Context: an optimization exercise on an open-source flow, tuned for small area. The choices shown serve that exercise and are no tape-out recipe.
No functional check of the RTL was part of this run.

$ cat config.mk
export PLATFORM = sky130hd
export DESIGN_NAME = cfs_aligner
export DESIGN_NICKNAME = cfs_aligner
export VERILOG_FILES = /design/flow/design.v
export SDC_FILE = /design/flow/constraint.sdc
export NUM_CORES = 4
export LEC_CHECK = 0
export CAP_MARGIN = 20
export CORE_MARGIN = 2
export CORE_UTILIZATION = 40
export SLEW_MARGIN = 20
$ cat constraint.sdc
create_clock -name core_clock -period 10.0 [get_ports {clk}]
set_input_delay 2.0000 -clock core_clock [delete_from_list [all_inputs] [get_ports {clk}]]
set_output_delay 2.0000 -clock core_clock [all_outputs]
set_load 0.01 [all_outputs]
$ cat design.v
  module cfs_synch#(
    parameter DATA_WIDTH = 32
  ) (
    input                       clk,
    input     [DATA_WIDTH-1:0]  i,
    output reg[DATA_WIDTH-1:0]  o
  );
    always@(posedge clk) begin
      o <= i;
    end
  endmodule
  module cfs_edge_detect #(parameter bit EDGE = 1, parameter bit RESET_VAL = !EDGE)(
    input clk,
    input reset_n,
    input data,
    output reg detected
  );
    reg dly1_data;
    always@(posedge clk or negedge reset_n) begin
      if(reset_n == 0) begin
        dly1_data <= RESET_VAL;
      end
      else begin
        dly1_data <= data;
      end
    end
    assign detected = ((data == EDGE) & (dly1_data == !EDGE));
  endmodule
  module cfs_synch_fifo #(
     parameter DATA_WIDTH = 32,
     parameter FIFO_DEPTH = 8,
     parameter CDC        = 1,
    localparam CNT_WIDTH = $clog2(FIFO_DEPTH)
  ) (
    input                       reset_n,
    input                       push_clk,
    input                       push_valid,
    input[DATA_WIDTH-1:0]       push_data,
    output wire                 push_ready,
    output wire                 push_full,
    output wire                 push_empty,
    output reg[CNT_WIDTH:0]     push_fifo_lvl,
    input                       pop_clk,
    output wire                 pop_valid,
    output wire[DATA_WIDTH-1:0] pop_data,
    input                       pop_ready,
    output wire                 pop_full,
    output wire                 pop_empty,
    output reg[CNT_WIDTH:0]     pop_fifo_lvl
  );
    reg[DATA_WIDTH-1:0] fifo[0:FIFO_DEPTH-1];
    wire[CNT_WIDTH-1:0] rd_ptr_push;
    reg[CNT_WIDTH-1:0]  rd_ptr_pop;
    reg[CNT_WIDTH-1:0] next_wr_ptr_push;
    reg[CNT_WIDTH-1:0] next_rd_ptr_pop;
    reg[CNT_WIDTH-1:0] wr_ptr_push;
    wire[CNT_WIDTH-1:0] wr_ptr_pop;
    reg[CNT_WIDTH:0] push_fifo_lvl_dly;
    reg[CNT_WIDTH:0] pop_fifo_lvl_dly;
    always_comb begin
      if(wr_ptr_push == FIFO_DEPTH - 1) begin
        next_wr_ptr_push = 0;
      end
      else begin
        next_wr_ptr_push = wr_ptr_push + 1;
      end
    end
    always@(posedge push_clk or negedge reset_n) begin
      if(reset_n == 0) begin
        push_fifo_lvl_dly  <= 0;
      end
      else begin
        push_fifo_lvl_dly <= push_fifo_lvl;
      end
    end
    always@(posedge pop_clk or negedge reset_n) begin
      if(reset_n == 0) begin
        pop_fifo_lvl_dly  <= 0;
      end
      else begin
        pop_fifo_lvl_dly <= pop_fifo_lvl;
      end
    end
    assign push_empty = (push_fifo_lvl == 0);
    assign push_full  = (push_fifo_lvl == FIFO_DEPTH);
    always@(posedge push_clk or negedge reset_n) begin
      if(reset_n == 0) begin
        wr_ptr_push <= 0;
      end
      else begin
        if(push_valid & push_ready) begin
          fifo[wr_ptr_push] <= push_data;
          wr_ptr_push       <= next_wr_ptr_push;
        end
      end
    end
    assign push_ready = push_valid & !push_full;
    always_comb begin
      if(rd_ptr_pop == FIFO_DEPTH - 1) begin
        next_rd_ptr_pop = 0;
      end
      else begin
        next_rd_ptr_pop = rd_ptr_pop + 1;
      end
    end
    assign pop_empty = (pop_fifo_lvl == 0);
    assign pop_full  = (pop_fifo_lvl == FIFO_DEPTH);
    always@(posedge pop_clk or negedge reset_n) begin
      if(reset_n == 0) begin
        rd_ptr_pop <= 0;
      end
      else begin
        if(pop_valid & pop_ready) begin
          rd_ptr_pop <= next_rd_ptr_pop;
        end
      end
    end
    always_comb begin
      if(wr_ptr_push == rd_ptr_push) begin
        if(push_fifo_lvl_dly >= FIFO_DEPTH - 1) begin
          push_fifo_lvl = FIFO_DEPTH;
        end
        else begin
          push_fifo_lvl = 0;
        end
      end
      else if(wr_ptr_push > rd_ptr_push) begin
        push_fifo_lvl = wr_ptr_push - rd_ptr_push;
      end
      else begin
        push_fifo_lvl = FIFO_DEPTH - (rd_ptr_push - wr_ptr_push);
      end
    end
    always_comb begin
      if(wr_ptr_pop == rd_ptr_pop) begin
        if(pop_fifo_lvl_dly >= FIFO_DEPTH - 1) begin
          pop_fifo_lvl = FIFO_DEPTH;
        end
        else begin
          pop_fifo_lvl = 0;
        end
      end
      else if(wr_ptr_pop > rd_ptr_pop) begin
        pop_fifo_lvl = wr_ptr_pop - rd_ptr_pop;
      end
      else begin
        pop_fifo_lvl = FIFO_DEPTH - (rd_ptr_pop - wr_ptr_pop);
      end
    end
    assign pop_valid = !pop_empty;
    assign pop_data  = fifo[rd_ptr_pop];
    if(CDC == 1) begin
      cfs_synch#(CNT_WIDTH) synch_wr_ptr_push2pop(
        .clk(pop_clk),
        .i(wr_ptr_push),
        .o(wr_ptr_pop)
      );
      cfs_synch#(CNT_WIDTH) synch_rd_ptr_pop2push(
        .clk(push_clk),
        .i(rd_ptr_pop),
        .o(rd_ptr_push)
      );
    end
    else begin
       assign wr_ptr_pop  = wr_ptr_push;
       assign rd_ptr_push = rd_ptr_pop;
    end
  endmodule
  module cfs_rx_ctrl #(
    parameter ALGN_DATA_WIDTH       = 32,
    parameter STATUS_CNT_DROP_WIDTH = 8,
    localparam int unsigned ALGN_OFFSET_WIDTH = ALGN_DATA_WIDTH <= 8 ? 1 : $clog2(ALGN_DATA_WIDTH/8),
    localparam int unsigned ALGN_SIZE_WIDTH   = $clog2(ALGN_DATA_WIDTH/8)+1,
    localparam int unsigned FIFO_DATA_WIDTH   = ALGN_DATA_WIDTH + ALGN_OFFSET_WIDTH + ALGN_SIZE_WIDTH
  )(
    input                                  preset_n,
    input                                  pclk,
    input                                  clr_cnt_dop,
    output wire[STATUS_CNT_DROP_WIDTH-1:0] status_cnt_drop,
    input                                  md_rx_clk,
    input                                  md_rx_valid,
    input[ALGN_DATA_WIDTH-1:0]             md_rx_data,
    input[ALGN_OFFSET_WIDTH-1:0]           md_rx_offset,
    input[ALGN_SIZE_WIDTH-1:0]             md_rx_size,
    output wire                            md_rx_ready,
    output reg                             md_rx_err,
    output wire                            push_valid,
    output wire[FIFO_DATA_WIDTH-1:0]       push_data,
    input                                  push_ready,
    input                                  rx_fifo_full
    );
    localparam int unsigned DATA_MSB = ALGN_DATA_WIDTH-1;
    localparam int unsigned DATA_LSB = 0;
    localparam int unsigned OFFSET_MSB = ALGN_DATA_WIDTH+ALGN_OFFSET_WIDTH-1;
    localparam int unsigned OFFSET_LSB = ALGN_DATA_WIDTH;
    localparam int unsigned SIZE_MSB = ALGN_DATA_WIDTH+ALGN_OFFSET_WIDTH+ALGN_SIZE_WIDTH-1;
    localparam int unsigned SIZE_LSB = ALGN_DATA_WIDTH+ALGN_OFFSET_WIDTH;
    reg[STATUS_CNT_DROP_WIDTH-1:0] md_rx_clk_status_cnt_drop;
    cfs_synch#(STATUS_CNT_DROP_WIDTH) synch_status_cnt_drop(
      .clk(pclk),
      .i  (clr_cnt_dop ? {STATUS_CNT_DROP_WIDTH{1'b0}} : md_rx_clk_status_cnt_drop),
      .o  (status_cnt_drop)
    );
    always@(posedge md_rx_clk or negedge preset_n) begin
      if(!preset_n) begin
        md_rx_clk_status_cnt_drop <= 0;
      end
      else if(clr_cnt_dop) begin
        md_rx_clk_status_cnt_drop <= 0;
      end
      else begin
        if(md_rx_valid & md_rx_ready & md_rx_err) begin
          if(md_rx_clk_status_cnt_drop < (('h1 << STATUS_CNT_DROP_WIDTH) - 1)) begin
            md_rx_clk_status_cnt_drop <= md_rx_clk_status_cnt_drop + 1;
          end
        end
      end
    end
    wire[ALGN_SIZE_WIDTH:0]   md_rx_numer;
    wire[ALGN_SIZE_WIDTH-1:0] md_rx_rem;
    assign md_rx_numer = (ALGN_DATA_WIDTH / 8) + md_rx_offset;
    assign md_rx_rem   = md_rx_numer % md_rx_size;
    always_comb begin
      if(md_rx_valid == 1) begin
        if(md_rx_size == 0) begin
          md_rx_err = 1;
        end
        else if(md_rx_rem != 0) begin
          md_rx_err = 1;
        end
        else begin
          md_rx_err = 0;
        end
      end
      else begin
        md_rx_err = 0;
      end
    end
    assign md_rx_ready = (push_valid & push_ready) | md_rx_err;
    assign push_valid = md_rx_valid & !md_rx_err;
    assign push_data[SIZE_MSB  :SIZE_LSB]   = md_rx_size;
    assign push_data[OFFSET_MSB:OFFSET_LSB] = md_rx_offset;
    assign push_data[DATA_MSB  :DATA_LSB]   = md_rx_data;
  endmodule
  module cfs_tx_ctrl #(
    parameter ALGN_DATA_WIDTH = 32,
    localparam int unsigned ALGN_OFFSET_WIDTH = ALGN_DATA_WIDTH <= 8 ? 1 : $clog2(ALGN_DATA_WIDTH/8),
    localparam int unsigned ALGN_SIZE_WIDTH   = $clog2(ALGN_DATA_WIDTH/8)+1,
    localparam int unsigned FIFO_DATA_WIDTH   = ALGN_DATA_WIDTH + ALGN_OFFSET_WIDTH + ALGN_SIZE_WIDTH
  )(
    input                              pop_valid,
    input[FIFO_DATA_WIDTH-1:0]         pop_data,
    output wire                        pop_ready,
    output wire                        md_tx_valid,
    output wire[ALGN_DATA_WIDTH-1:0]   md_tx_data,
    output wire[ALGN_OFFSET_WIDTH-1:0] md_tx_offset,
    output wire[ALGN_SIZE_WIDTH-1:0]   md_tx_size,
    input                              md_tx_ready
    );
    localparam int unsigned DATA_MSB = ALGN_DATA_WIDTH-1;
    localparam int unsigned DATA_LSB = 0;
    localparam int unsigned OFFSET_MSB = ALGN_DATA_WIDTH+ALGN_OFFSET_WIDTH-1;
    localparam int unsigned OFFSET_LSB = ALGN_DATA_WIDTH;
    localparam int unsigned SIZE_MSB = ALGN_DATA_WIDTH+ALGN_OFFSET_WIDTH+ALGN_SIZE_WIDTH-1;
    localparam int unsigned SIZE_LSB = ALGN_DATA_WIDTH+ALGN_OFFSET_WIDTH;
    assign pop_ready    = pop_valid & md_tx_ready;
    assign md_tx_valid  = pop_valid;
    assign md_tx_data   = pop_data[DATA_MSB:DATA_LSB];
    assign md_tx_offset = pop_data[OFFSET_MSB:OFFSET_LSB];
    assign md_tx_size   = pop_data[SIZE_MSB:SIZE_LSB];
  endmodule
  module cfs_ctrl #(
    parameter ALGN_DATA_WIDTH = 32,
    localparam int unsigned ALGN_OFFSET_WIDTH = ALGN_DATA_WIDTH <= 8 ? 1 : $clog2(ALGN_DATA_WIDTH/8),
    localparam int unsigned ALGN_SIZE_WIDTH   = $clog2(ALGN_DATA_WIDTH/8)+1,
    localparam int unsigned FIFO_WIDTH        = ALGN_DATA_WIDTH + ALGN_OFFSET_WIDTH + ALGN_SIZE_WIDTH
  )(
    input                        reset_n,
    input                        clk,
    input                        pop_valid,
    input[FIFO_WIDTH-1:0]        pop_data,
    output reg                   pop_ready,
    output reg                   push_valid,
    output reg[FIFO_WIDTH-1:0]   push_data,
    input                        push_ready,
    input[ALGN_OFFSET_WIDTH-1:0] ctrl_offset,
    input[ALGN_SIZE_WIDTH-1:0]   ctrl_size
    );
    localparam int unsigned DATA_MSB = ALGN_DATA_WIDTH-1;
    localparam int unsigned DATA_LSB = 0;
    localparam int unsigned OFFSET_MSB = ALGN_DATA_WIDTH+ALGN_OFFSET_WIDTH-1;
    localparam int unsigned OFFSET_LSB = ALGN_DATA_WIDTH;
    localparam int unsigned SIZE_MSB = ALGN_DATA_WIDTH+ALGN_OFFSET_WIDTH+ALGN_SIZE_WIDTH-1;
    localparam int unsigned SIZE_LSB = ALGN_DATA_WIDTH+ALGN_OFFSET_WIDTH;
    reg[ALGN_OFFSET_WIDTH-1:0] unaligned_offset;
    reg[ALGN_SIZE_WIDTH-1:0] unaligned_size;
    reg[ALGN_DATA_WIDTH-1:0] unaligned_data;
    reg[ALGN_SIZE_WIDTH-1:0] unaligned_bytes_processed;
    reg[ALGN_SIZE_WIDTH-1:0] aligned_bytes_processed;
    always@(posedge clk or negedge reset_n) begin
      if(reset_n == 0) begin
        pop_ready                 <= 1;
        push_valid                <= 0;
        push_data                 <= 0;
        unaligned_offset          <= 0;
        unaligned_size            <= 0;
        unaligned_data            <= 0;
        unaligned_bytes_processed <= 0;
        aligned_bytes_processed   <= 0;
      end
      else begin
        if((push_valid == 1) & (push_ready == 0)) begin
          if(unaligned_bytes_processed >= unaligned_size) begin
            if((pop_valid == 1) && (pop_ready == 1)) begin
              pop_ready                 <= 0;
              unaligned_offset          <= pop_data[OFFSET_MSB:OFFSET_LSB];
              unaligned_size            <= pop_data[SIZE_MSB:SIZE_LSB];
              unaligned_data            <= pop_data[DATA_MSB:DATA_LSB];
              unaligned_bytes_processed <= 0;
            end
            else if((pop_valid == 1) && (pop_ready == 0)) begin
              pop_ready <= 1;
            end
            else begin
              pop_ready <= 1;
            end
          end
          else begin
            pop_ready <= 0;
          end
        end
        else if((push_valid == 1) & (push_ready == 1)) begin
          if(unaligned_bytes_processed >= unaligned_size) begin
            if((pop_valid == 1) && (pop_ready == 1)) begin
              if(pop_data[SIZE_MSB:SIZE_LSB] >= ctrl_size) begin
                push_valid                       <= 1;
                push_data[DATA_MSB:DATA_LSB]     <= ((('h1 << (ctrl_size * 8)) - 1) & (pop_data[DATA_MSB:DATA_LSB] >> (pop_data[OFFSET_MSB:OFFSET_LSB] * 8))) << (8 * ctrl_offset);
                push_data[SIZE_MSB:SIZE_LSB]     <= ctrl_size;
                push_data[OFFSET_MSB:OFFSET_LSB] <= ctrl_offset;
                unaligned_offset                 <= pop_data[OFFSET_MSB:OFFSET_LSB];
                unaligned_size                   <= pop_data[SIZE_MSB:SIZE_LSB];
                unaligned_data                   <= pop_data[DATA_MSB:DATA_LSB];
                unaligned_bytes_processed        <= ctrl_size;
                aligned_bytes_processed          <= 0;
                if(pop_data[SIZE_MSB:SIZE_LSB] > ctrl_size) begin
                  pop_ready <= 0;
                end
                else begin
                  pop_ready <= 1;
                end
              end
              else begin
                push_valid              <= 0;
                push_data               <= ((('h1 << (pop_data[SIZE_MSB:SIZE_LSB] * 8)) - 1) & (pop_data[DATA_MSB:DATA_LSB] >> (pop_data[OFFSET_MSB:OFFSET_LSB] * 8))) << (8 * ctrl_offset);
                aligned_bytes_processed <= pop_data[SIZE_MSB:SIZE_LSB];
              end
            end
            else if((pop_valid == 1) && (pop_ready == 0)) begin
              pop_ready               <= 1;
              push_valid              <= 0;
              push_data               <= 0;
              aligned_bytes_processed <= 0;
            end
            else begin
              pop_ready               <= 1;
              push_valid              <= 0;
              push_data               <= 0;
              aligned_bytes_processed <= 0;
            end
          end
          else begin
            if((unaligned_size - unaligned_bytes_processed) >= ctrl_size) begin
              push_valid                       <= 1;
              push_data[DATA_MSB:DATA_LSB]     <= ((('h1 << (ctrl_size * 8)) - 1) & (unaligned_data >> ((unaligned_offset + unaligned_bytes_processed) * 8))) << (8 * ctrl_offset);
              push_data[SIZE_MSB:SIZE_LSB]     <= ctrl_size;
              push_data[OFFSET_MSB:OFFSET_LSB] <= ctrl_offset;
              unaligned_bytes_processed        <= unaligned_bytes_processed + ctrl_size;
              aligned_bytes_processed          <= 0;
              if(unaligned_bytes_processed + ctrl_size >= unaligned_size) begin
                pop_ready <= 1;
              end
            end
            else begin
              push_valid                <= 0;
              push_data                 <= ((('h1 << ((unaligned_size - unaligned_bytes_processed) * 8)) - 1) & (unaligned_data >> ((unaligned_offset + unaligned_bytes_processed) * 8))) << (8 * ctrl_offset);
              unaligned_bytes_processed <= unaligned_size;
              aligned_bytes_processed   <= unaligned_size - unaligned_bytes_processed;
              pop_ready <= 1;
            end
          end
        end
        else begin
          if(unaligned_bytes_processed >= unaligned_size) begin
            if((pop_valid == 1) && (pop_ready == 1)) begin
              if(pop_data[SIZE_MSB:SIZE_LSB] >= (ctrl_size - aligned_bytes_processed)) begin
                push_valid                       <= 1;
                push_data[DATA_MSB:DATA_LSB]     <= push_data[DATA_MSB:DATA_LSB] | (((('h1 << ((ctrl_size - aligned_bytes_processed) * 8)) - 1) & (pop_data[DATA_MSB:DATA_LSB] >> (pop_data[OFFSET_MSB:OFFSET_LSB] * 8))) << (8 * (ctrl_offset + aligned_bytes_processed)));
                push_data[SIZE_MSB:SIZE_LSB]     <= ctrl_size;
                push_data[OFFSET_MSB:OFFSET_LSB] <= ctrl_offset;
                unaligned_offset                 <= pop_data[OFFSET_MSB:OFFSET_LSB];
                unaligned_size                   <= pop_data[SIZE_MSB:SIZE_LSB];
                unaligned_data                   <= pop_data[DATA_MSB:DATA_LSB];
                unaligned_bytes_processed        <= ctrl_size - aligned_bytes_processed;
                if(pop_data[SIZE_MSB:SIZE_LSB] == (ctrl_size - aligned_bytes_processed)) begin
                  pop_ready <= 1;
                end
                else begin
                  pop_ready <= 0;
                end
              end
              else begin
                push_valid                <= 0;
                push_data                 <= push_data | (((('h1 << (pop_data[SIZE_MSB:SIZE_LSB] * 8)) - 1) & (pop_data[DATA_MSB:DATA_LSB] >> (pop_data[OFFSET_MSB:OFFSET_LSB] * 8))) << (8 * (ctrl_offset + aligned_bytes_processed)));
                aligned_bytes_processed   <= aligned_bytes_processed + pop_data[SIZE_MSB:SIZE_LSB];
                unaligned_offset          <= pop_data[OFFSET_MSB:OFFSET_LSB];
                unaligned_size            <= pop_data[SIZE_MSB:SIZE_LSB];
                unaligned_data            <= pop_data[DATA_MSB:DATA_LSB];
                unaligned_bytes_processed <= pop_data[SIZE_MSB:SIZE_LSB];
                pop_ready                 <= 1;
              end
            end
            else if((pop_valid == 1) && (pop_ready == 0)) begin
              pop_ready <= 1;
            end
            else begin
              pop_ready <= 1;
            end
          end
          else begin
            if(unaligned_size - unaligned_bytes_processed >= (ctrl_size - aligned_bytes_processed)) begin
              push_valid                       <= 1;
              push_data[DATA_MSB:DATA_LSB]     <= push_data[DATA_MSB:DATA_LSB] | (((('h1 << ((ctrl_size - aligned_bytes_processed) * 8)) - 1) & (unaligned_data >> ((unaligned_offset + unaligned_bytes_processed) * 8))) << (8 * (ctrl_offset + aligned_bytes_processed)));
              push_data[SIZE_MSB:SIZE_LSB]     <= ctrl_size;
              push_data[OFFSET_MSB:OFFSET_LSB] <= ctrl_offset;
              unaligned_bytes_processed        <= unaligned_bytes_processed + ctrl_size - aligned_bytes_processed;
              if(unaligned_bytes_processed + ctrl_size - aligned_bytes_processed >= unaligned_size) begin
                pop_ready <= 1;
              end
              else begin
                pop_ready <= 0;
              end
            end
            else begin
              push_valid                <= 0;
              push_data                 <= push_data | (((('h1 << ((unaligned_size - unaligned_bytes_processed) * 8)) - 1) & (unaligned_data >> ((unaligned_offset + unaligned_bytes_processed) * 8))) << (8 * (ctrl_offset + aligned_bytes_processed)));
              aligned_bytes_processed   <= aligned_bytes_processed + (unaligned_size - unaligned_bytes_processed) ;
              unaligned_bytes_processed <= unaligned_size;
              pop_ready <= 1;
            end
          end
        end
      end
    end
  endmodule
  module cfs_regs#(
    parameter APB_ADDR_WIDTH        = 16,
    parameter ALGN_DATA_WIDTH       = 32,
    parameter STATUS_CNT_DROP_WIDTH = 8,
    parameter STATUS_RX_LVL_WIDTH   = 4,
    parameter STATUS_TX_LVL_WIDTH   = 4,
    localparam int unsigned APB_DATA_WIDTH  = 32,
    localparam int unsigned ALGN_OFFSET_WIDTH = ALGN_DATA_WIDTH <= 8 ? 1 : $clog2(ALGN_DATA_WIDTH/8),
    localparam int unsigned ALGN_SIZE_WIDTH   = $clog2(ALGN_DATA_WIDTH/8)+1) (
    input wire                            pclk,
    input wire                            presetn,
    input wire[APB_ADDR_WIDTH-1:0]        paddr,
    input wire                            pwrite,
    input wire                            psel,
    input wire                            penable,
    input wire[APB_DATA_WIDTH-1:0]        pwdata,
    output reg                            pready,
    output reg[APB_DATA_WIDTH-1:0]        prdata,
    output reg                            pslverr,
    output reg[ALGN_OFFSET_WIDTH-1:0]     ctrl_offset,
    output reg[ALGN_SIZE_WIDTH-1:0]       ctrl_size,
    output reg                            ctrl_clr,
    input wire[STATUS_CNT_DROP_WIDTH-1:0] status_cnt_drop,
    input wire[STATUS_RX_LVL_WIDTH-1:0]   status_rx_lvl,
    input wire[STATUS_TX_LVL_WIDTH-1:0]   status_tx_lvl,
    input wire                            rx_fifo_empty,
    input wire                            rx_fifo_full,
    input wire                            tx_fifo_empty,
    input wire                            tx_fifo_full,
    input wire                            max_drop,
    output wire                           irq
  );
    localparam ADDR_CTRL    = 'h0000;
    localparam ADDR_STATUS  = 'h000c;
    localparam ADDR_IRQEN   = 'h00f0;
    localparam ADDR_IRQ     = 'h00f4;
    localparam LSB_CTRL_SIZE   = 0;
    localparam LSB_CTRL_OFFSET = 8;
    localparam LSB_CTRL_CLR    = 16;
    localparam LSB_STATUS_CNT_DROP = 0;
    localparam LSB_STATUS_RX_LVL   = 8;
    localparam LSB_STATUS_TX_LVL   = 16;
    localparam LSB_IRQEN_RX_FIFO_EMPTY = 0;
    localparam LSB_IRQEN_RX_FIFO_FULL  = 1;
    localparam LSB_IRQEN_TX_FIFO_EMPTY = 2;
    localparam LSB_IRQEN_TX_FIFO_FULL  = 3;
    localparam LSB_IRQEN_MAX_DROP      = 4;
    localparam LSB_IRQ_RX_FIFO_EMPTY = LSB_IRQEN_RX_FIFO_EMPTY;
    localparam LSB_IRQ_RX_FIFO_FULL  = LSB_IRQEN_RX_FIFO_FULL;
    localparam LSB_IRQ_TX_FIFO_EMPTY = LSB_IRQEN_TX_FIFO_EMPTY;
    localparam LSB_IRQ_TX_FIFO_FULL  = LSB_IRQEN_TX_FIFO_FULL;
    localparam LSB_IRQ_MAX_DROP      = LSB_IRQEN_MAX_DROP;
    wire[APB_ADDR_WIDTH-1:0] addr_aligned;
    assign addr_aligned = {paddr[APB_ADDR_WIDTH-1:2], 2'b00};
    reg wr_ctrl_is_illegal;
    wire[ALGN_SIZE_WIDTH-1:0] ctrl_size_wr_val;
    assign ctrl_size_wr_val = pwdata[LSB_CTRL_SIZE + ALGN_SIZE_WIDTH - 1 : LSB_CTRL_SIZE];
    wire[ALGN_OFFSET_WIDTH-1:0] ctrl_offset_wr_val;
    assign ctrl_offset_wr_val = pwdata[LSB_CTRL_OFFSET + ALGN_OFFSET_WIDTH - 1 : LSB_CTRL_OFFSET];
    reg[APB_DATA_WIDTH-1:0] ctrl_rd_val;
    wire[ALGN_SIZE_WIDTH:0]   ctrl_wr_numer;
    wire[ALGN_SIZE_WIDTH-1:0] ctrl_wr_rem;
    assign ctrl_wr_numer = (ALGN_DATA_WIDTH / 8) + ctrl_offset_wr_val;
    assign ctrl_wr_rem   = ctrl_wr_numer % ctrl_size_wr_val;
    reg irqen_rx_fifo_empty;
    reg irqen_rx_fifo_full;
    reg irqen_tx_fifo_empty;
    reg irqen_tx_fifo_full;
    reg irqen_max_drop;
    reg irq_rx_fifo_empty;
    reg irq_rx_fifo_full;
    reg irq_tx_fifo_empty;
    reg irq_tx_fifo_full;
    reg irq_max_drop;
    always_comb begin
      ctrl_rd_val = 0;
      ctrl_rd_val[LSB_CTRL_SIZE   + ALGN_SIZE_WIDTH   - 1 : LSB_CTRL_SIZE]   = ctrl_size;
      ctrl_rd_val[LSB_CTRL_OFFSET + ALGN_OFFSET_WIDTH - 1 : LSB_CTRL_OFFSET] = ctrl_offset;
    end
    reg[APB_DATA_WIDTH-1:0] status_rd_val;
    always_comb begin
      status_rd_val = 0;
      status_rd_val[LSB_STATUS_CNT_DROP+ STATUS_CNT_DROP_WIDTH-1:LSB_STATUS_CNT_DROP] = status_cnt_drop;
      status_rd_val[LSB_STATUS_RX_LVL  + STATUS_RX_LVL_WIDTH-1  :LSB_STATUS_RX_LVL]   = status_rx_lvl;
      status_rd_val[LSB_STATUS_TX_LVL  + STATUS_TX_LVL_WIDTH-1  :LSB_STATUS_TX_LVL]   = status_tx_lvl;
    end
    reg[APB_DATA_WIDTH-1:0] irqen_rd_val;
    always_comb begin
      irqen_rd_val = 0;
      irqen_rd_val[LSB_IRQEN_RX_FIFO_EMPTY] = irqen_rx_fifo_empty;
      irqen_rd_val[LSB_IRQEN_RX_FIFO_FULL]  = irqen_rx_fifo_full;
      irqen_rd_val[LSB_IRQEN_TX_FIFO_EMPTY] = irqen_tx_fifo_empty;
      irqen_rd_val[LSB_IRQEN_TX_FIFO_FULL]  = irqen_tx_fifo_full;
      irqen_rd_val[LSB_IRQEN_MAX_DROP]      = irqen_max_drop;
    end
    reg[APB_DATA_WIDTH-1:0] irq_rd_val;
    always_comb begin
      irq_rd_val = 0;
      irq_rd_val[LSB_IRQEN_RX_FIFO_EMPTY] = irq_rx_fifo_empty;
      irq_rd_val[LSB_IRQEN_RX_FIFO_FULL]  = irq_rx_fifo_full;
      irq_rd_val[LSB_IRQEN_TX_FIFO_EMPTY] = irq_tx_fifo_empty;
      irq_rd_val[LSB_IRQEN_TX_FIFO_FULL]  = irq_tx_fifo_full;
      irq_rd_val[LSB_IRQEN_MAX_DROP]      = irq_max_drop;
    end
    wire edge_rx_fifo_empty;
    wire edge_rx_fifo_full;
    wire edge_tx_fifo_empty;
    wire edge_tx_fifo_full;
    wire edge_max_drop;
    cfs_edge_detect #(.EDGE(1), .RESET_VAL(1)) edge_detect_rx_fifo_empty(.clk(pclk), .reset_n(presetn), .data(rx_fifo_empty), .detected(edge_rx_fifo_empty));
    cfs_edge_detect #(.EDGE(1), .RESET_VAL(0)) edge_detect_rx_fifo_full( .clk(pclk), .reset_n(presetn), .data(rx_fifo_full),  .detected(edge_rx_fifo_full));
    cfs_edge_detect #(.EDGE(1), .RESET_VAL(1)) edge_detect_tx_fifo_empty(.clk(pclk), .reset_n(presetn), .data(tx_fifo_empty), .detected(edge_tx_fifo_empty));
    cfs_edge_detect #(.EDGE(1), .RESET_VAL(0)) edge_detect_tx_fifo_full( .clk(pclk), .reset_n(presetn), .data(tx_fifo_full),  .detected(edge_tx_fifo_full));
    cfs_edge_detect #(.EDGE(1), .RESET_VAL(0)) edge_detect_max_drop(     .clk(pclk), .reset_n(presetn), .data(max_drop),      .detected(edge_max_drop));
    assign irq = 
      (edge_rx_fifo_empty & irqen_rx_fifo_empty) | 
      (edge_rx_fifo_full  & irqen_rx_fifo_full)  | 
      (edge_tx_fifo_empty & irqen_tx_fifo_empty) | 
      (edge_tx_fifo_full  & irqen_tx_fifo_full) | 
      (edge_max_drop      & irqen_max_drop);
    always@(posedge pclk or negedge presetn) begin
      if(presetn == 0) begin
        ctrl_offset <= 0;
        ctrl_size   <= 1;
        irqen_rx_fifo_empty <= 0;
        irqen_rx_fifo_full  <= 0;
        irqen_tx_fifo_empty <= 0;
        irqen_tx_fifo_full  <= 0;
        irqen_max_drop      <= 0;
        irq_rx_fifo_empty <= 0;
        irq_rx_fifo_full  <= 0;
        irq_tx_fifo_empty <= 0;
        irq_tx_fifo_full  <= 0;
        irq_max_drop      <= 0;
        wr_ctrl_is_illegal <= 0;
        ctrl_clr           <= 0;
        pready             <= 0;
        pslverr            <= 0;
        prdata             <= 0;
      end
      else begin
        ctrl_clr <= 0;
        if(psel == 1 && penable == 1) begin
          if(pready == 0) begin
            case(addr_aligned) 
              ADDR_CTRL : begin
                if(pwrite) begin
                  if(wr_ctrl_is_illegal == 0) begin
                    if(ctrl_size_wr_val == 0) begin
                      wr_ctrl_is_illegal <= 1;
                      pready             <= 0;
                      pslverr            <= 0;
                    end
                    else if(ctrl_wr_rem != 0) begin
                      wr_ctrl_is_illegal <= 1;
                      pready             <= 0;
                      pslverr            <= 0;
                    end
                    else if(ctrl_offset_wr_val + ctrl_size_wr_val > (ALGN_DATA_WIDTH / 8)) begin
                      wr_ctrl_is_illegal <= 1;
                      pready             <= 0;
                      pslverr            <= 0;
                    end
                    else begin
                      wr_ctrl_is_illegal <= 0;
                      pready             <= 1;
                      pslverr            <= 0;
                      ctrl_size          <= ctrl_size_wr_val;
                      ctrl_offset        <= ctrl_offset_wr_val;
                      ctrl_clr           <= pwdata[LSB_CTRL_CLR];
                    end
                  end
                  else begin
                    wr_ctrl_is_illegal <= 0;
                    pready             <= 1;
                    pslverr            <= 1;
                  end
                end
                else begin
                  prdata <= ctrl_rd_val;
                  pready <= 1;
                end
              end
              ADDR_STATUS : begin
                if(pwrite) begin
                  pready  <= 1;
                  pslverr <= 1;
                  prdata  <= 0;
                end
                else begin
                  pready  <= 1;
                  pslverr <= 0;
                  prdata  <= status_rd_val;
                end
              end
              ADDR_IRQEN : begin
                if(pwrite) begin
                  pready  <= 1;
                  pslverr <= 0;
                  irqen_rx_fifo_empty <= pwdata[LSB_IRQEN_RX_FIFO_EMPTY];
                  irqen_rx_fifo_full  <= pwdata[LSB_IRQEN_RX_FIFO_FULL];
                  irqen_tx_fifo_empty <= pwdata[LSB_IRQEN_TX_FIFO_EMPTY];
                  irqen_tx_fifo_full  <= pwdata[LSB_IRQEN_TX_FIFO_FULL];
                  irqen_max_drop      <= pwdata[LSB_IRQEN_MAX_DROP];
                end
                else begin
                  pready  <= 1;
                  pslverr <= 0;
                  prdata  <= irqen_rd_val;
                end
              end
              ADDR_IRQ : begin
                if(pwrite) begin
                  pready  <= 1;
                  pslverr <= 0;
                  irq_rx_fifo_empty <= irq_rx_fifo_empty & !pwdata[LSB_IRQEN_RX_FIFO_EMPTY];
                  irq_rx_fifo_full  <= irq_rx_fifo_full  & !pwdata[LSB_IRQEN_RX_FIFO_FULL];
                  irq_tx_fifo_empty <= irq_tx_fifo_empty & !pwdata[LSB_IRQEN_TX_FIFO_EMPTY];
                  irq_tx_fifo_full  <= irq_tx_fifo_full  & !pwdata[LSB_IRQEN_TX_FIFO_FULL];
                  irq_max_drop      <= irq_max_drop      & !pwdata[LSB_IRQEN_MAX_DROP];
                end
                else begin
                  pready  <= 1;
                  pslverr <= 0;
                  prdata  <= irq_rd_val;
                end
              end
              default : begin
                pready  <= 1;
                pslverr <= 1;
                prdata  <= 0;
              end
            endcase
          end
          else begin
            pready  <= 0;
            pslverr <= 0;
            prdata  <= 0;
          end
        end
        else begin
          pready  <= 0;
          pslverr <= 0;
          prdata  <= 0;
        end
        if(edge_rx_fifo_empty) begin
          irq_rx_fifo_empty <= 1;
        end
        if(edge_rx_fifo_full) begin
          irq_rx_fifo_full <= 1;
        end
        if(edge_tx_fifo_empty) begin
          irq_tx_fifo_empty <= 1;
        end
        if(edge_tx_fifo_full) begin
          irq_tx_fifo_full <= 1;
        end
        if(edge_max_drop) begin
          irq_max_drop <= 1;
        end
      end
    end
  endmodule
  module cfs_aligner_core#(
    parameter APB_ADDR_WIDTH  = 16,
    parameter ALGN_DATA_WIDTH = 32,
    parameter FIFO_DEPTH      = 8,
     parameter CDC_RX_TO_REG  = 1,
     parameter CDC_REG_TO_TX  = 1,
    localparam int unsigned STATUS_CNT_DROP_WIDTH = 8,
    localparam int unsigned APB_DATA_WIDTH  = 32,
    localparam int unsigned ALGN_OFFSET_WIDTH = ALGN_DATA_WIDTH <= 8 ? 1 : $clog2(ALGN_DATA_WIDTH/8),
    localparam int unsigned ALGN_SIZE_WIDTH   = $clog2(ALGN_DATA_WIDTH/8)+1
  ) (
    input wire pclk,
    input wire preset_n,
    input wire[APB_ADDR_WIDTH-1:0]    paddr,
    input wire                        pwrite,
    input wire                        psel,
    input wire                        penable,
    input wire[APB_DATA_WIDTH-1:0]    pwdata,
    output wire                       pready,
    output reg[APB_DATA_WIDTH-1:0]    prdata,
    output reg                        pslverr,
    input                             md_rx_clk,
    input                             md_rx_valid,
    input[ALGN_DATA_WIDTH-1:0]        md_rx_data,
    input[ALGN_OFFSET_WIDTH-1:0]      md_rx_offset,
    input[ALGN_SIZE_WIDTH-1:0]        md_rx_size,
    output reg                        md_rx_ready,
    output reg                        md_rx_err,
    input                             md_tx_clk,
    output reg                        md_tx_valid,
    output reg[ALGN_DATA_WIDTH-1:0]   md_tx_data,
    output reg[ALGN_OFFSET_WIDTH-1:0] md_tx_offset,
    output reg[ALGN_SIZE_WIDTH-1:0]   md_tx_size,
    input                             md_tx_ready,
    input                             md_tx_err,
    output wire                       irq
  );
    localparam int unsigned FIFO_WIDTH        = ALGN_DATA_WIDTH + ALGN_OFFSET_WIDTH + ALGN_SIZE_WIDTH;
    localparam int unsigned FIFO_LVL_WIDTH    = $clog2(FIFO_DEPTH) + 1;
    wire[STATUS_CNT_DROP_WIDTH-1:0] rx_ctrl_2_regs_status_cnt_drop;
    wire                            regs_2_rx_ctrl_ctrl_clr;
    wire                            rx_ctrl_2_rx_fifo_push_valid;
    wire[FIFO_WIDTH-1:0]            rx_ctrl_2_rx_fifo_push_data;
    wire                            rx_fifo_2_rx_ctrl_push_ready;
    wire                            rx_fifo_2_rx_ctrl_push_full;
    wire                            rx_fifo_2_regs_fifo_full;
    wire                            rx_fifo_2_regs_fifo_empty;
    wire[FIFO_LVL_WIDTH-1:0]        rx_fifo_2_regs_fifo_lvl;
    wire[FIFO_LVL_WIDTH-1:0]        tx_fifo_2_regs_fifo_lvl;
    wire                            tx_fifo_2_regs_fifo_empty;
    wire                            tx_fifo_2_regs_fifo_full;
    wire                            tx_fifo_2_tx_ctrl_pop_valid;
    wire[FIFO_WIDTH-1:0]            tx_fifo_2_tx_ctrl_pop_data;
    wire                            tx_fifo_2_tx_ctrl_pop_ready;
    wire                            rx_fifo_2_ctrl_pop_valid;
    wire[FIFO_WIDTH-1:0]            rx_fifo_2_ctrl_pop_data;
    wire                            rx_fifo_2_ctrl_pop_ready;
    wire                            ctrl_2_tx_fifo_push_valid;
    wire[FIFO_WIDTH-1:0]            ctrl_2_tx_fifo_push_data;
    wire                            ctrl_2_tx_fifo_push_ready;
    wire[ALGN_OFFSET_WIDTH-1:0]     regs_2_ctrl_ctrl_offset;
    wire[ALGN_SIZE_WIDTH-1:0]       regs_2_ctrl_ctrl_size;
    cfs_rx_ctrl #(
      .ALGN_DATA_WIDTH      (ALGN_DATA_WIDTH),
      .STATUS_CNT_DROP_WIDTH(STATUS_CNT_DROP_WIDTH)
    ) rx_ctrl (
      .preset_n       (preset_n),
      .pclk           (pclk),
      .status_cnt_drop(rx_ctrl_2_regs_status_cnt_drop),
      .clr_cnt_dop    (regs_2_rx_ctrl_ctrl_clr),
      .md_rx_clk      (md_rx_clk),
      .md_rx_valid    (md_rx_valid),
      .md_rx_data     (md_rx_data),
      .md_rx_offset   (md_rx_offset),
      .md_rx_size     (md_rx_size),
      .md_rx_ready    (md_rx_ready),
      .md_rx_err      (md_rx_err),
      .push_valid     (rx_ctrl_2_rx_fifo_push_valid),
      .push_data      (rx_ctrl_2_rx_fifo_push_data),
      .push_ready     (rx_fifo_2_rx_ctrl_push_ready),
      .rx_fifo_full   (rx_fifo_2_rx_ctrl_push_full)
    );
    cfs_synch_fifo #(
      .DATA_WIDTH(FIFO_WIDTH),
      .FIFO_DEPTH(FIFO_DEPTH),
      .CDC(       CDC_RX_TO_REG)) rx_fifo (
      .reset_n      (preset_n),
      .push_clk     (md_rx_clk),
      .push_valid   (rx_ctrl_2_rx_fifo_push_valid),
      .push_data    (rx_ctrl_2_rx_fifo_push_data),
      .push_ready   (rx_fifo_2_rx_ctrl_push_ready),
      .push_full    (rx_fifo_2_rx_ctrl_push_full),
      .push_empty   (),
      .push_fifo_lvl(),
      .pop_clk      (pclk),
      .pop_valid    (rx_fifo_2_ctrl_pop_valid),
      .pop_data     (rx_fifo_2_ctrl_pop_data),
      .pop_ready    (rx_fifo_2_ctrl_pop_ready),
      .pop_full     (rx_fifo_2_regs_fifo_full),
      .pop_empty    (rx_fifo_2_regs_fifo_empty),
      .pop_fifo_lvl (rx_fifo_2_regs_fifo_lvl)
    );
    cfs_synch_fifo #(
      .DATA_WIDTH(FIFO_WIDTH),
      .FIFO_DEPTH(FIFO_DEPTH),
      .CDC(       CDC_REG_TO_TX)) tx_fifo (
      .reset_n   (preset_n),
      .push_clk  (pclk),
      .push_valid(ctrl_2_tx_fifo_push_valid),
      .push_data (ctrl_2_tx_fifo_push_data),
      .push_ready(ctrl_2_tx_fifo_push_ready),
      .push_full (tx_fifo_2_regs_fifo_full),
      .push_empty(tx_fifo_2_regs_fifo_empty),
      .push_fifo_lvl(tx_fifo_2_regs_fifo_lvl),
      .pop_clk   (md_tx_clk),
      .pop_valid (tx_fifo_2_tx_ctrl_pop_valid),
      .pop_data  (tx_fifo_2_tx_ctrl_pop_data),
      .pop_ready (tx_fifo_2_tx_ctrl_pop_ready),
      .pop_full  (),
      .pop_empty (),
      .pop_fifo_lvl ()
    );
    cfs_tx_ctrl #(
      .ALGN_DATA_WIDTH(ALGN_DATA_WIDTH)
    ) tx_ctrl (
      .pop_valid   (tx_fifo_2_tx_ctrl_pop_valid),
      .pop_data    (tx_fifo_2_tx_ctrl_pop_data),
      .pop_ready   (tx_fifo_2_tx_ctrl_pop_ready),
      .md_tx_valid (md_tx_valid),
      .md_tx_data  (md_tx_data),
      .md_tx_offset(md_tx_offset),
      .md_tx_size  (md_tx_size),
      .md_tx_ready (md_tx_ready)
    );
    cfs_ctrl #(
      .ALGN_DATA_WIDTH(ALGN_DATA_WIDTH)
    ) ctrl(
      .reset_n    (preset_n),
      .clk        (pclk),
      .pop_valid  (rx_fifo_2_ctrl_pop_valid),
      .pop_data   (rx_fifo_2_ctrl_pop_data),
      .pop_ready  (rx_fifo_2_ctrl_pop_ready),
      .push_valid (ctrl_2_tx_fifo_push_valid),
      .push_data  (ctrl_2_tx_fifo_push_data),
      .push_ready (ctrl_2_tx_fifo_push_ready),
      .ctrl_offset(regs_2_ctrl_ctrl_offset),
      .ctrl_size  (regs_2_ctrl_ctrl_size)
      );
    cfs_regs#(
      .APB_ADDR_WIDTH       (APB_ADDR_WIDTH),
      .STATUS_CNT_DROP_WIDTH(STATUS_CNT_DROP_WIDTH),
      .ALGN_DATA_WIDTH      (ALGN_DATA_WIDTH)) regs (
      .pclk           (pclk),
      .presetn        (preset_n),
      .paddr          (paddr),
      .pwrite         (pwrite),
      .psel           (psel),
      .penable        (penable),
      .pwdata         (pwdata),
      .pready         (pready),
      .prdata         (prdata),
      .pslverr        (pslverr),
      .ctrl_offset    (regs_2_ctrl_ctrl_offset),
      .ctrl_size      (regs_2_ctrl_ctrl_size),
      .ctrl_clr       (regs_2_rx_ctrl_ctrl_clr),
      .status_cnt_drop(rx_ctrl_2_regs_status_cnt_drop),
      .status_rx_lvl  (rx_fifo_2_regs_fifo_lvl),
      .status_tx_lvl  (tx_fifo_2_regs_fifo_lvl),
      .rx_fifo_empty  (rx_fifo_2_regs_fifo_empty),
      .rx_fifo_full   (rx_fifo_2_regs_fifo_full),
      .tx_fifo_empty  (tx_fifo_2_regs_fifo_empty),
      .tx_fifo_full   (tx_fifo_2_regs_fifo_full),
      .max_drop       (rx_ctrl_2_regs_status_cnt_drop == (('h1 << STATUS_CNT_DROP_WIDTH) - 1)),
      .irq            (irq)
    );
  endmodule
  module cfs_aligner#(
    parameter ALGN_DATA_WIDTH = 32,
    parameter FIFO_DEPTH      = 8,
    localparam int unsigned APB_ADDR_WIDTH    = 16,
    localparam int unsigned APB_DATA_WIDTH    = 32,
    localparam int unsigned ALGN_OFFSET_WIDTH = ALGN_DATA_WIDTH <= 8 ? 1 : $clog2(ALGN_DATA_WIDTH/8),
    localparam int unsigned ALGN_SIZE_WIDTH   = $clog2(ALGN_DATA_WIDTH/8)+1
  ) (
    input wire clk,
    input wire reset_n,
    input wire[APB_ADDR_WIDTH-1:0]    paddr,
    input wire                        pwrite,
    input wire                        psel,
    input wire                        penable,
    input wire[APB_DATA_WIDTH-1:0]    pwdata,
    output wire                       pready,
    output reg[APB_DATA_WIDTH-1:0]    prdata,
    output reg                        pslverr,
    input                             md_rx_valid,
    input[ALGN_DATA_WIDTH-1:0]        md_rx_data,
    input[ALGN_OFFSET_WIDTH-1:0]      md_rx_offset,
    input[ALGN_SIZE_WIDTH-1:0]        md_rx_size,
    output reg                        md_rx_ready,
    output reg                        md_rx_err,
    output reg                        md_tx_valid,
    output reg[ALGN_DATA_WIDTH-1:0]   md_tx_data,
    output reg[ALGN_OFFSET_WIDTH-1:0] md_tx_offset,
    output reg[ALGN_SIZE_WIDTH-1:0]   md_tx_size,
    input                             md_tx_ready,
    input                             md_tx_err,
    output reg                        irq
  );
    localparam int unsigned STATUS_CNT_DROP_WIDTH = 8;
    cfs_aligner_core#(
      .APB_ADDR_WIDTH( APB_ADDR_WIDTH),
      .ALGN_DATA_WIDTH(ALGN_DATA_WIDTH),
      .FIFO_DEPTH(     FIFO_DEPTH),
      .CDC_RX_TO_REG(  0),
      .CDC_REG_TO_TX(  0)) core (
      .pclk        (clk),
      .preset_n    (reset_n),
      .paddr       (paddr),
      .pwrite      (pwrite),
      .psel        (psel),
      .penable     (penable),
      .pwdata      (pwdata),
      .pready      (pready),
      .prdata      (prdata),
      .pslverr     (pslverr),
      .md_rx_clk   (clk),
      .md_rx_valid (md_rx_valid),
      .md_rx_data  (md_rx_data),
      .md_rx_offset(md_rx_offset),
      .md_rx_size  (md_rx_size),
      .md_rx_ready (md_rx_ready),
      .md_rx_err   (md_rx_err),
      .md_tx_clk   (clk),
      .md_tx_valid (md_tx_valid),
      .md_tx_data  (md_tx_data),
      .md_tx_offset(md_tx_offset),
      .md_tx_size  (md_tx_size),
      .md_tx_ready (md_tx_ready),
      .md_tx_err   (md_tx_err),
      .irq         (irq)
    );
  endmodule
$ cat run.sh
#!/bin/bash
# synth_recipe.tcl (not shown) runs the flow's synth.tcl, then flattens the netlist and writes it again
# the make line also repeats each setting of config.mk as NAME=value (left out here)
make -C /OpenROAD-flow-scripts/flow DESIGN_CONFIG=/design/flow/config.mk WORK_HOME=/design/flow/orfs CLKGATE_MAP_FILE= SYNTH_SCRIPT=/design/flow/synth_recipe.tcl finish
==> impl_metrics.yaml <==
global_route:
  grt_pass1_wl_mm: 193.0
  grt_max_degree: 75
  antenna_found_initial: 3
  grt_util_all_layers_pct: 26.39
  grt_pass1_vias: 28638
  grt-ovfl-total: 0
clock_network:
  postCtsResizedCells: 0
  insertion_delay_ns: 0.66
  htreeDepth: 3
  cts_tree: "yes"
  clockRootBuffer: "clkbuf_16"
  cts_buffer_depth: 3
  clk_pin_slew_ns: 0.06
  post_cts_buffers: 0
  cts.sinks: 752
  cts-hold-fix-buffers: 0
  cts_buffers: 82
logic_synthesis:
  synth_mux_area_share_pct: 5.448
  synth-main-ff-cell: "edfxtp_1"
  yosys.area.top_type: "edfxtp_1"
  yosysSeqAreaShare_pct: 57.08
  synthTopCellsByArea: "edfxtp_1 (47%), dfrtp_1 (9.7%), mux2_2 (3.8%)"
  synth_common_cells: "edfxtp_1 (592), nand2_1 (292), nor2_1 (242)"
  synth_top_family_by_area: "compound AO/OA/AOI/OAI gates"
  synth_area_sq_um: 38100
  synth_seq_cells: 752
  yosys.area_share.xor_xnor_pct: 0.5057
  synthArstFlopShare_pct: 20.21
  ys_types: 101
  syn-mean-instance-area_sq_um: 11.71
  synth_top_area_share_pct: 46.66
  synthCells: 3254
  synth_simple_gate_area_share_pct: 10.84
  yosys.area_share.adder_pct: 3.494
  synth_edf_count: 592
  synth_compound_area_share_pct: 18.90
  yosysMostFrequentCell: "edfxtp_1"
  yosysWarnings: 10
worst_setup_path:
  path_cells: "clkdlybuf4s50_1 > inv_1 > ha_1 > o211ai_1 > ha_1 > o21a_1 > o21a_1 > nor2_1 > nor2_1 > a21o_1 > inv_1 > fa_1 > a21bo_2 > a21oi_1 > o21ai_0 > a211o_1 > a32oi_1 > a21boi_0 > clkdlybuf4s50_1"
  worstSetupPathType: "input port to output pin"
  critPathMaxStageDelay_ns: 0.69
  crit_fanout: 10
  cpMaxStageDelayCell: "clkdlybuf4s50_1"
  arrival_ns: 6.73
  cp-start-kind: "input port"
  endpoint_kind: "output pin"
  cp.required_ns: 8.00
drt:
  wl_per_cell_um: 28.13
  first_iter_violations: 4050
  wl_met1_mm: 53.46
  drc: 0
  wl_met2_mm: 58.64
  dr.pass1.iters: 9
  totalWireLength_mm: 131.0
  num_vias: 29480
  antenna_left: 0
  vias_per_cell: 6.329
  dr_wl_met3_mm: 12.43
  top_layer: "met5"
finish:
  areaGrowthSynthToFinish_pct: 13.94
  diodes: 0
  drive_gt1_share_pct: 12.67
  nFillCells: 8734
  multi_input_area_sq_um: 15110
  seqCellArea_sq_um: 21750
  utilization_pct: 45.83
  nets: 3515
timing:
  fin_crit_sh_pct: 87.31
  finClkSkew_ns: 0.03597
  final_max_slew_viol_count: 0
  final.setup.tns_ns: 0
  setup-violations-final: 0
  relSlewSlack_pct: 17.63
  period_minus_slack_ns: 8.731
  rsz0062_at_grt: "no"
  layout_setup_ws_ns: 1.269
  fmax_mhz: 114.5
  hold_viol: 0
  max_slew.worst_pin.slew_ns: 1.230
floorplanning:
  io_pins: 168
  core_sq_um: 94730
  die_x_um: 312.6
  start_util_pct: 40.22
  rows: 113
  die_h_um: 312.6
  fp.dieArea_sq_um: 97730
run_status:
  status: "finished clean"
placed_design:
  numPortBuffers: 124
  dpl.hpwl_mm: 86.14
  pre_cts_slack_ns: 1.287
  place.gp.congestion: 1.070
job:
  maxCapViolCount: 0
hold_path:
  min_path_type: "register to register"
## layout make-up
type,count,share of cell area [%]
multi-input cells,2194,34.81
repair buffers,212,4.384
clock inverters,45,1.110
flip-flops and latches,752,50.10
inverters,82,0.7090
well taps,1265,3.646
clock buffers,108,5.237
## layout by cell type (no fill, tap or decap), types with 33 or more instances in the layout
cell type	Yosys	routed
nor2_1	242	242
nand2_1	292	291
a41oi_1	41	41
inv_1	78	78
a22oi_1	42	42
a22o_1	46	46
a21oi_1	124	120
mux2i_1	54	54
a21o_1	34	34
nor2b_1	33	33
buf_4	23	88
a221oi_1	37	37
ha_1	84	78
a211oi_1	43	43
mux2_2	130	130
o21ai_0	169	168
a222oi_1	64	64
edfxtp_1	592	592
a31oi_1	50	50
clkbuf_16	0	85
dfrtp_1	148	146
nor3_1	58	57
clkdlybuf4s50_1	0	123
nand3_1	87	87
## per-layer routing
metal | up-vias | GRT usage, %
met5 | - | 0
met4 | 4 | 11.68
met3 | 399 | 6.166
met2 | 1625 | 40.82
met1 | 14545 | 35.50
li1 | 12907 | -
## sequential cells by signal, summed over array words and instances (netlist names), 4 cells and up
name	cells
core.rx_ctrl.md_rx_clk_status_cnt_drop	8
core.ctrl.push_data	37
core.rx_fifo.pop_fifo_lvl_dly	4
core.rx_ctrl.synch_status_cnt_drop.o	8
core.ctrl.unaligned_data	32
core.rx_fifo.fifo	296
core.tx_fifo.fifo	296
core.regs.prdata	16
core.tx_fifo.pop_fifo_lvl_dly	4
## cells by family (layout without fill, tap and decap cells)
family / Yosys count / in the layout
AO/OA/AOI/OAI: 974 / 974
AND/OR/NAND/NOR: 894 / 894
flip-flops: 752 / 752
buffers and inverters: 325 / 447
multiplexers: 188 / 188
adder cells (fa/ha/maj): 98 / 98
XOR/XNOR: 22 / 22
other: 1 / 18
## through the flow
step | instance area (sq um) | std cells | hold WS, ns
6_report | 43410 | 4658 | 0.4757
5_1_grt | 43410 | 4658 | 0.4999
4_1_cts | 43410 | 4658 | 0.4829
3_5_place_dp | 40650 | 4505 | 0.4704
3_3_place_gp | 40650 | 4505 | 0.4598
2_1_floorplan | 38160 | 3271 | 0.4434
## critical path: cells and delay by family
family                   cells  cell delay (ns)
adder cells (fa/ha/maj)      3             0.85
AND/OR/NAND/NOR              2             0.32
AO/OA/AOI/OAI               10             2.10
buffers and inverters        4             1.46
## final timing paths
| check | to | slack [ns] | cells after the start | startpoint |
|---|---|---|---|---|
| max in group asynchronous | core.rx_fifo.rd_ptr_pop[2] | 7.31 | 2 | reset_n |
| worst min-delay path | core.regs.prdata[3] | 0.48 | 2 | core.regs.prdata[3] |
| worst max-delay path | md_rx_ready | 1.27 | 19 | md_rx_size[1] |
| worst min register to register | core.regs.prdata[3] | 0.48 | 2 | core.regs.prdata[3] |
| min in group asynchronous | core.regs.prdata[17] | 1.30 | 1 | reset_n |
| worst max register to register | core.ctrl.push_data[29] | 3.13 | 13 | core.regs.ctrl_size[1] |

==> port drivers added, routing unchanged <==
No port has a modelled driver above. Below, the same layout with a new extraction and two added sets of constraints. Step 1 assumes that a clkbuf_16 drives the clock port and a buf_2 every other input. Step 2 moves the port delays by t, midway between the first and last clock arrival at a register: inputs arrive t later, outputs are due t later. That takes back most of the time a late clock gives input paths. Three values: no drivers, after step 1, after step 2; two values: the first two.
t (ns): 0.710
slack for setup (ns): 1.269 / 1.231 / 1.231
worst setup path at the end: input to output
worst register clock-pin slew, ns: 0.07 / 0.07
After both steps setup and hold are still met in this run. For this run, drivers alone change the setup slack by -0.038 ns; drivers and shift together by -0.038 ns.
